This design comes from an exercise in tuning for small area on the open sky130 flow, not from production work. Only simulation tests tie the RTL to the original design; equivalence was not proved.

## tx_top
module tx_top #(
    parameter int FIFO_DEPTH      = 8,
    parameter int DESC_DEPTH      = 4,
    parameter int NUM_QUEUES      = 4,
    parameter int MAX_BURST_BEATS = 256,
    parameter int QID_W           = (NUM_QUEUES > 1) ? $clog2(NUM_QUEUES) : 1
) (
    input logic clk,
    input logic rst,
    input  logic [255:0]     s_axis_dma_tdata_i,
    input  logic [31:0]      s_axis_dma_tkeep_i,
    input  logic             s_axis_dma_tvalid_i,
    input  logic             s_axis_dma_tlast_i,
    input  logic [QID_W-1:0] s_axis_dma_tdest_i,
    output logic             s_axis_dma_tready_o,
    output logic [63:0] raw_data_o,
    output logic        raw_valid_o,
    output logic        raw_ready_o,
    output logic [63:0] pcs_data_o,
    output logic [1:0]  pcs_control_o,
    output logic        pcs_valid_o
);
Size: roughly 9,000 cells after synthesis, ~2,900 flip-flops.
export LEC_CHECK = 0
export ABC_AREA = 1
export ABC_CLOCK_PERIOD_IN_PS = 10000
export CAP_MARGIN = 20
export CORE_MARGIN = 2
export CORE_UTILIZATION = 68
export PLACE_DENSITY = 0.76
export SLEW_MARGIN = 20
create_clock -name core_clock -period 15.0 [get_ports {clk}]
standard.sh (not shown) runs the stock make flow with config.mk's settings and CLKGATE_MAP_FILE= SYNTH_SCRIPT=/design/flow/synth_recipe.tcl, a recipe that flattens the netlist after the stock synthesis.
==> flow/flow/run.sh <==
#!/bin/bash

# Each tool writes its full log under orfs/logs/; make's own output goes to flow.log here.
set -euo pipefail
cd "$(dirname "$0")/.."
export BUFFER_PORTS_ARGS="-buffer_cell sky130_fd_sc_hd__buf_1"
export CTS_ARGS="-sink_clustering_enable -repair_clock_nets -buf_list sky130_fd_sc_hd__clkbuf_16 -sink_clustering_size 22 -sink_clustering_max_diameter 180 -dont_use_dummy_load"
bash standard.sh > flow.log 2>&1
Then changed:
ABC_AREA = unset   (was 1)
CORE_UTILIZATION = 65   (was 68)
PLACE_DENSITY = 0.72   (was 0.76)
What happened: Register-to-register slack gains 1400 ps; hold slack got worse by 35 ps; final area went up by 1.6%; worst setup slack gets better by 1400 ps; utilization went down by 2.8 points; synthesized area rises by 1.5%.
Then changed:
==> flow/run.sh (new file) <==
#!/bin/bash
# synth_recipe.tcl (not shown) runs the flow's synth.tcl, then flattens the netlist and writes it again
# the make line also repeats each setting of config.mk as NAME=value (left out here)
make -C /OpenROAD-flow-scripts/flow DESIGN_CONFIG=/design/flow/config.mk WORK_HOME=/design/flow/orfs CLKGATE_MAP_FILE= SYNTH_SCRIPT=/design/flow/synth_recipe.tcl finish
ABC_AREA = 1   (was unset)
CORE_UTILIZATION = 68   (was 65)
CTS_BUF_LIST = sky130_fd_sc_hd__clkbuf_16   (was unset)
CTS_CLUSTER_DIAMETER = 180   (was unset)
CTS_CLUSTER_SIZE = 22   (was unset)
PLACE_DENSITY = 0.76   (was 0.72)
removed: flow/flow/run.sh
removed: flow/standard.sh
The new run went through all stages and came out clean.
Core utilization rose by 4.5 points.
Via count rose by 5.5%.
Cell area rose by 0.77%.
Synthesized area fell by 1.5%.
Hold slack gets better by 13 ps.
Worst setup slack gets worse by 1200 ps.
Non-clock buffer count fell by 19.
Then changed:
ABC_AREA = unset   (was 1)
CORE_UTILIZATION = 65   (was 68)
PLACE_DENSITY = 0.72   (was 0.76)
After rerunning: The changed run completed without violations. Via count drops by 5.1%. Core utilization drops by 2.9 points. Worst hold slack gains 33 ps.

## maple
Starting RTL as in the previous note.
clock: 15.0 ns
lec_check: 0
abc_clock_period_in_ps: 10000
cap_margin: 20
core_margin: 2
core_utilization: 68
place_density: 0.76
slew_margin: 20
==> flow/flow/run.sh <==
#!/bin/bash
# Layout with a custom technology mapping of the logic, then the standard ORFS steps.
#  3. The final DEF, as standard.sh writes it.
# Each tool's full log: orfs_ref/logs and orfs/logs (ORFS), ref_synth.log and flow.log here.
set -euo pipefail
W="$(cd "$(dirname "$0")/.." && pwd)"
cd "$W"
sed -e "s#WORK_HOME=[^ ]*#WORK_HOME=$W/orfs_ref#" -e '/^if \[\[/,$d' standard.sh > std_ref.sh
bash std_ref.sh synth > ref_synth.log 2>&1
export MY_FLOW_DIR="$W/flow"
export REF_NETLIST="$W/orfs_ref/results/sky130hd/tx_top/base/1_2_yosys.v"
sed -e "s#SYNTH_SCRIPT=[^ ]*#SYNTH_SCRIPT=$W/flow/my_synth.tcl#" standard.sh > std_mine.sh
export BUFFER_PORTS_ARGS="-buffer_cell sky130_fd_sc_hd__buf_1"
export CTS_ARGS="-sink_clustering_enable -repair_clock_nets -buf_list sky130_fd_sc_hd__clkbuf_16 -sink_clustering_size 22 -sink_clustering_max_diameter 180 -dont_use_dummy_load"
bash std_mine.sh > flow.log 2>&1
==> flow/flow/area_nf.script <==
&get -n
&st
&dch
&nf -R 1000
&put
==> flow/flow/my_synth.tcl <==
# synth_recipe.tcl (the standard synthesis) with one change: ABC maps the logic with
# area_nf.script (choices + the &nf mapper with relaxed delay) instead of ORFS's script.
# Registers are mapped before ABC, so they and their names are the standard synthesis's;
# rename_regs.py then gives the few registers yosys leaves unnamed the standard's names.
set my_dir $::env(MY_FLOW_DIR)
proc synth {args} { yosys synth -nofsm -noshare {*}$args }
proc abc {args} {
  global my_dir
  set i [lsearch -exact $args -script]
  if {$i >= 0} { lset args [expr {$i + 1}] $my_dir/area_nf.script }
  yosys abc {*}$args
}
source $::env(SCRIPTS_DIR)/synth.tcl
# left out here: clear keep_hierarchy, flatten, clean up, hide names made inside functions, write 1_2_yosys.v
exec python3 $my_dir/rename_regs.py $::env(REF_NETLIST) $::env(RESULTS_DIR)/1_2_yosys.v >@ stdout 2>@ stderr
Other scripts of this flow, unchanged in this note and not shown: flow/flow/rename_regs.py
--- input diff maple..quartz ---
# maple
export LEC_CHECK = 0
export ABC_CLOCK_PERIOD_IN_PS = 10000
export CAP_MARGIN = 20
export CORE_MARGIN = 2
export CORE_UTILIZATION = 68
export PLACE_DENSITY = 0.76
export SLEW_MARGIN = 20
create_clock -name core_clock -period 15.0 [get_ports {clk}]
# quartz
export LEC_CHECK = 0
export ABC_CLOCK_PERIOD_IN_PS = 10000
export CAP_MARGIN = 20
export CORE_MARGIN = 2
export CORE_UTILIZATION = 66
export PLACE_DENSITY = 0.76
export SLEW_MARGIN = 20
create_clock -name core_clock -period 15.0 [get_ports {clk}]
==> flow/flow/area_nf.script <==
&get -n
&st
&dch -f
&nf -R 1000 -p
&put
--- a/flow/flow/my_synth.tcl
+++ b/flow/flow/my_synth.tcl
@@ -1,4 +1,5 @@
 # synth_recipe.tcl (the standard synthesis) with one change: ABC maps the logic with
-# area_nf.script (choices + the &nf mapper with relaxed delay) instead of ORFS's script.
+# area_nf.script (full choices + the &nf mapper with relaxed delay and pin permutation)
+# instead of ORFS's script.
 # Registers are mapped before ABC, so they and their names are the standard synthesis's;
 # rename_regs.py then gives the few registers yosys leaves unnamed the standard's names.
- ~same first-iteration detailed-routing DRC count in maple and quartz
- On register area, maple tracks quartz almost exactly.
- Of the two values seen for beginning of the critical path, u_tx_subsystem.lane_q[0] was produced by quartz and u_pcs_generator.out_data_o[0] by maple.
- Between maple and quartz, combined buffer and inverter count along the critical path is higher for quartz, maple comes in under that.
- On multi-input gate share of the layout cell area, maple and quartz are neck and neck.
- On synthesized area, maple and quartz are neck and neck.
diff inputs: quartz => yarrow
# quartz
export LEC_CHECK = 0
export ABC_CLOCK_PERIOD_IN_PS = 10000
export CAP_MARGIN = 20
export CORE_MARGIN = 2
export CORE_UTILIZATION = 66
export PLACE_DENSITY = 0.76
export SLEW_MARGIN = 20
create_clock -name core_clock -period 15.0 [get_ports {clk}]
# yarrow
export LEC_CHECK = 0
export ABC_CLOCK_PERIOD_IN_PS = 10000
export CAP_MARGIN = 20
export CORE_MARGIN = 2
export CORE_UTILIZATION = 68
export PLACE_DENSITY = 0.74
export SLEW_MARGIN = 20
create_clock -name core_clock -period 15.0 [get_ports {clk}]
A launching instance or port of the critical path of u_tx_subsystem.lane_q[0] is what quartz shows, while u_pcs_generator.out_data_o[0] belongs to yarrow. Post-layout instance area: yarrow < quartz. Final critical delay including setup and external delays for yarrow is higher than for quartz. Between yarrow and quartz, register share of the cell area is higher for yarrow, quartz comes in under that.

[static timing again, ports no longer ideal]
Ports are ideal in the flow. The routed layouts listed here were re-timed in OpenROAD.
Step 1, drivers: a clkbuf_16 drives clk and a buf_2 each remaining input, both assumed.
Step 2, shift: input delay + t, output delay - t, t = (earliest + latest rising clock arrival at the registers) / 2. This alone moves slack from input paths to output paths.
Slacks: ideal ports / drivers / drivers and shift; pairs: ideal ports / drivers.
| run | shift t [ns] | setup slack, ns | worst setup path after step 2 | slew at the worst register clock pin (ns) | cell pins on the clock port's net |
|---|---|---|---|---|---|
| the first run of note 1 | 0.899 | 1.566 / 1.566 / 1.566 | register to register | 0.11 / 0.11 | 1 |
| the second run of note 1 | 0.911 | 2.977 / 2.977 / 2.977 | register to register | 0.11 / 0.11 | 1 |
| the third run of note 1 | 0.936 | 1.789 / 1.789 / 1.789 | register to register | 0.12 / 0.12 | 1 |
| the fourth run of note 1 | 0.930 | 3.004 / 3.004 / 3.004 | register to register | 0.10 / 0.10 | 1 |
| maple | 0.884 | 0.927 / 0.927 / 0.927 | register to register | 0.10 / 0.10 | 1 |
| quartz | 0.907 | 0.820 / 0.820 / 0.820 | register to register | 0.10 / 0.10 | 1 |
| yarrow | 0.911 | 0.720 / 0.720 / 0.720 | register to register | 0.10 / 0.10 | 1 |
After both steps setup and hold are still met in every run listed.
